Background: an optimization exercise with open tools, aiming at small area, a short achievable clock period and few clock cycles per item. Do not read the settings as production practice. The RTL was checked by simulation tests, not by an equivalence proof against the original design.

Design multiplicacion, start of the top module:
module multiplicacion #(
    parameter N = 32
    ) (
    input logic clk, rst,
    input logic valid,
    input logic [N-1:0] A, B,
    output logic [2*N-1:0] Mult,
    output logic done
    );
export LEC_CHECK = 0
export ABC_AREA = 1
export CAP_MARGIN = 20
export CORE_MARGIN = 2
export CORE_UTILIZATION = 55
export SLEW_MARGIN = 20
export SYNTH_HIERARCHICAL = 1
create_clock -name core_clock -period 5.0 [get_ports {clk}]
standard.sh (not shown) runs the stock make flow with config.mk's settings and CLKGATE_MAP_FILE= SYNTH_SCRIPT=/design/flow/synth_recipe.tcl, a recipe that flattens the netlist after the stock synthesis.
==> flow/flow/run.sh <==
#!/bin/bash
set -e
cat standard.sh > standard_sh_copy.txt
export BUFFER_PORTS_ARGS="-buffer_cell sky130_fd_sc_hd__buf_4"
bash standard.sh > standard.log 2>&1
Testbench counts at the start, summed over its fixed seeds: cycles 2,408, items 2,400.
==> next run, changes <==
Settings changed: SETUP_SLACK_MARGIN from default to 0.5.
Result: The new run completed without violations. Core utilization hardly moves. Global-route usage does not change. Via count went up by 0.38%. Fmax went up by 0.74%. Final area stays flat. Worst hold slack hardly moves. Die area is unchanged. Routed wire length barely changes. Final cell count stays the same.

---

multiplicacion, a different RTL version from the one above (not shown whole).
Size: roughly 2500 cells after synthesis, about 130 flip-flops.
export LEC_CHECK = 0
export ABC_AREA = 1
export CAP_MARGIN = 20
export CORE_MARGIN = 2
export CORE_UTILIZATION = 55
export GPL_ROUTABILITY_DRIVEN = 0
export SLEW_MARGIN = 20
export SYNTH_HIERARCHICAL = 1
create_clock -name core_clock -period 5.0 [get_ports {clk}]
Scripts as last shown in full above: flow/flow/run.sh
Testbench counts at the start, summed over its fixed seeds: cycles 2,408, items 2,400.
Then changed:
--- a/flow/config.mk
+++ b/flow/config.mk
@@ -12 +11,0 @@
-export GPL_ROUTABILITY_DRIVEN = 0
The new run finished clean; critical path depth increases by 3; wire length increases by 2.5%; global-route usage increases by 1.2 points; cell area increases by 0.62%; flip-flop and latch count stays the same; setup slack improved by 0.11 ns; clock-buffer cell count decreases by 2.
Then changed:
--- a/flow/config.mk
+++ b/flow/config.mk
@@ -11 +11 @@
-export CORE_UTILIZATION = 55
+export CORE_UTILIZATION = 70
The changed run finished with timing, DRC and antenna clean. Non-clock buffer count fell by 15. Cell area falls slightly. Via count goes up by a few percent.

---

Starting RTL as in the previous note.
export LEC_CHECK = 0
export ABC_AREA = 1
export CAP_MARGIN = 20
export CORE_MARGIN = 2
export CORE_UTILIZATION = 55
export SLEW_MARGIN = 20
export SYNTH_HIERARCHICAL = 1
create_clock -name core_clock -period 5.0 [get_ports {clk}]
==> flow/flow/run.sh <==
#!/bin/bash
set -e
cat standard.sh > standard_sh_copy.txt
export BUFFER_PORTS_ARGS="-buffer_cell sky130_fd_sc_hd__buf_4"
bash standard.sh synth floorplan place > standard_place.log 2>&1
export SETUP_SLACK_MARGIN=0.7
bash standard.sh > standard.log 2>&1
The starting point passed the timing, DRC and antenna checks.
Testbench counts at the start, summed over its fixed seeds: cycles 2,408, items 2,400.
Then changed:
==> flow/flow/run.sh (replaced) <==
#!/bin/bash
set -e
cat standard.sh > standard_sh_copy.txt
export BUFFER_PORTS_ARGS="-buffer_cell sky130_fd_sc_hd__buf_4"
bash standard.sh > standard.log 2>&1
--- a/flow/config.mk
+++ b/flow/config.mk
@@ -10,4 +10,5 @@
 export CORE_MARGIN = 2
 export CORE_UTILIZATION = 55
+export CTS_BUF_LIST = sky130_fd_sc_hd__clkbuf_4 sky130_fd_sc_hd__clkbuf_8
 export SLEW_MARGIN = 20
 export SYNTH_HIERARCHICAL = 1
=>
- design area went down by 5.4%
- global-route usage came out lower by 0.13 points
- critical path depth grows by 10
- routed wire length fell by 2.4%
Then changed:
--- a/flow/config.mk
+++ b/flow/config.mk
@@ -6,9 +6,8 @@
 export NUM_CORES = 4
 export LEC_CHECK = 0
-export ABC_AREA = 1
+export ABC_AREA = 0
 export CAP_MARGIN = 20
 export CORE_MARGIN = 2
 export CORE_UTILIZATION = 55
-export CTS_BUF_LIST = sky130_fd_sc_hd__clkbuf_4 sky130_fd_sc_hd__clkbuf_8
 export SLEW_MARGIN = 20
 export SYNTH_HIERARCHICAL = 1
The new run produced a layout that fails on setup timing; wire length goes up by well over a third; hold slack gains 0.060 ns; clock-buffer cell count grows by 2; final cell count increases by a quarter to a third; non-clock buffer count went up by 177; cell area grows by about a fifth.
Then changed:
==> flow/flow/run.sh (replaced) <==
#!/bin/bash
set -e
cat standard.sh > standard_sh_copy.txt
export BUFFER_PORTS_ARGS="-buffer_cell sky130_fd_sc_hd__buf_2"
bash standard.sh > standard.log 2>&1
--- a/flow/config.mk
+++ b/flow/config.mk
@@ -6,5 +6,5 @@
 export NUM_CORES = 4
 export LEC_CHECK = 0
-export ABC_AREA = 0
+export ABC_AREA = 1
 export CAP_MARGIN = 20
 export CORE_MARGIN = 2
Outcome:
- Now the flow ran to the end with no violations
- worst hold slack gets better by 0.015 ns
- via count falls by 35%

---

multiplicacion again, from the RTL that the note above started with.
clock: 5.0 ns
lec_check: 0
abc_area: 1
cap_margin: 20
core_margin: 2
core_utilization: 48
cts_buf_list: sky130_fd_sc_hd__clkbuf_4 sky130_fd_sc_hd__clkbuf_8
slew_margin: 20
synth_hierarchical: 1
==> flow/flow/run.sh <==
#!/bin/bash
set -e
cat standard.sh > standard_sh_copy.txt
export BUFFER_PORTS_ARGS="-buffer_cell sky130_fd_sc_hd__buf_4"
bash standard.sh > standard.log 2>&1
Testbench counts at the start, summed over its fixed seeds: cycles 2,408, items 2,400.
Edit:
CORE_UTILIZATION = 55   (was 48)
CTS_BUF_LIST = not set   (was sky130_fd_sc_hd__clkbuf_4 sky130_fd_sc_hd__clkbuf_8)
SETUP_SLACK_MARGIN = 0.65   (was not set)
=> Clock-buffer cell count rises by 2; die area falls by 13%; setup slack is better by 0.18 ns; synthesized area does not change; sequential share of layout area falls by 0.44 points; routed wire length rises by 2.3%.
Edit:
CAP_MARGIN = 0   (was 20)
SETUP_SLACK_MARGIN = not set   (was 0.65)
SLEW_MARGIN = 0   (was 20)
- final area goes down by a few percent
- synthesized area does not change
- worst setup slack got worse by 0.15 ns
- wire length goes down slightly
- critical path depth does not change

---

v37:
multiplicacion again, from the RTL that the note above started with.
// multiplicacion
module multiplicacion #(
    parameter N = 32
    ) (
    input logic clk, rst,
    input logic valid,
    input logic [N-1:0] A, B,
    output logic [2*N-1:0] Mult,
    output logic done
    );
export LEC_CHECK = 0
export ABC_AREA = 1
export CAP_MARGIN = 20
export CORE_MARGIN = 2
export CORE_UTILIZATION = 55
export PLACE_DENSITY = 0.75
export SLEW_MARGIN = 20
export SYNTH_HIERARCHICAL = 1
create_clock -name core_clock -period 5.0 [get_ports {clk}]
Scripts as last shown in full above: flow/flow/run.sh
Testbench counts of v37, summed over its fixed seeds: cycles 2,408, items 2,400.
Setup changes, v37 to v48
--- a/flow/config.mk
+++ b/flow/config.mk
@@ -10,4 +10,4 @@
 export CORE_MARGIN = 2
-export CORE_UTILIZATION = 55
-export PLACE_DENSITY = 0.75
+export CORE_UTILIZATION = 62
+export CTS_BUF_LIST = sky130_fd_sc_hd__clkbuf_4 sky130_fd_sc_hd__clkbuf_8
 export SLEW_MARGIN = 20
Results
v48 completed end to end with timing, DRC and antenna clean.
Between v48 and v37, it is v48 whose global routing met3 resource utilization is higher, by 0.44 points.
Density: v48 denser than v37
The last element of the critical path comes out Mult[63] in one run and q97 in the other, namely in v48 and v37 respectively.
The run showing the smaller number of antenna violations at the first check in global routing is v48.
Compared with v37, v48 shows die extent in x that has gone down by a few percent.
v48 ends up with lower number of fillers in the final layout than v37 does.
The via count reported for v48 is lower than the one for v37.
Number of DRC markers after the initial detailed-route iteration (higher): v48
Sort v37 and v48 by placement row count, descending, and v37 comes first.
Routed wire length | v48 below v37
Final period demand of the worst path (higher): v37
Edits applied to the flow inputs when going from v48 to v14:
--- a/flow/config.mk
+++ b/flow/config.mk
@@ -10,4 +10,4 @@
 export CORE_MARGIN = 2
-export CORE_UTILIZATION = 62
-export CTS_BUF_LIST = sky130_fd_sc_hd__clkbuf_4 sky130_fd_sc_hd__clkbuf_8
+export CORE_UTILIZATION = 55
+export GPL_TIMING_DRIVEN = 0
 export SLEW_MARGIN = 20
Findings:
- Comparing v48 and v14, the one run not ending clean was v14.
- From the logs: v14 reached the end of the flow and failed the layout checks with negative setup slack.
- Summary of v14 over v48: average wire per standard cell picked up an extra 4.9%; initial antenna violation count picked up an extra 1.
- Diff v48 -> v14: wire length after detailed routing shows an increase of 8.5%.
- Global routing usage on met2 (lower): v14
- v14 vs. v48: first-pass GRT wire length increased 4.8%, setup slack after layout now sits lower.

## re-timing with driven ports
No port has a modelled driver above. Below, the same layouts with a new extraction and two added sets of constraints.
Step 1 (the two cells are an assumption about what drives the block):
set clk [get_ports {clk}]
set_driving_cell -lib_cell sky130_fd_sc_hd__clkbuf_16 $clk
set_driving_cell -lib_cell sky130_fd_sc_hd__buf_2 [delete_from_list [all_inputs] $clk]
Step 2 moves the port delays by t, midway between the first and last clock arrival at a register: inputs arrive t later, outputs are due t later. That takes back most of the time a late clock gives input paths.
a / b / c = no drivers / after step 1 / after step 2; a / b = the first two.
run | shift t [ns] | setup slack, ns | worst setup path after step 2 | slew at the worst register clock pin (ns)
the first run of note 1 | 0.542 | 0.587 / 0.526 / 0.205 | input to register | 0.08 / 0.08
the second run of note 1 | 0.540 | 0.619 / 0.559 / 0.209 | input to register | 0.08 / 0.08
the first run of note 2 | 0.550 | 0.417 / 0.452 / -0.098 | input to register | 0.07 / 0.07
the second run of note 2 | 0.538 | 0.525 / 0.548 / 0.010 | input to register | 0.06 / 0.06
the third run of note 2 | 0.524 | 0.408 / 0.435 / -0.089 | input to register | 0.07 / 0.07
the first run of note 3 | 0.542 | 0.602 / 0.631 / 0.089 | input to register | 0.06 / 0.06
the second run of note 3 | 0.615 | 0.536 / 0.477 / -0.004 | input to register | 0.09 / 0.09
the third run of note 3 | 0.557 | -0.185 / -0.250 / -0.376 | input to register | 0.07 / 0.07
the fourth run of note 3 | 0.553 | 0.470 / 0.509 / -0.044 | input to register | 0.07 / 0.07
the first run of note 4 | 0.619 | 0.495 / 0.441 / -0.077 | input to register | 0.10 / 0.10
the second run of note 4 | 0.546 | 0.671 / 0.625 / 0.109 | input to register | 0.07 / 0.07
the third run of note 4 | 0.538 | 0.525 / 0.548 / 0.010 | input to register | 0.06 / 0.06
v37 | 0.535 | 0.352 / 0.388 / -0.147 | input to register | 0.07 / 0.07
v48 | 0.617 | 0.493 / 0.438 / -0.090 | input to register | 0.09 / 0.09
v14 | 0.532 | -0.021 / 0.017 / -0.515 | input to register | 0.06 / 0.06
Met with ideal ports but missed after step 2: setup timing in 7 of these runs. The setup slack of v48, which loses most, moves by -0.055 ns with the drivers and by -0.583 ns with both steps.
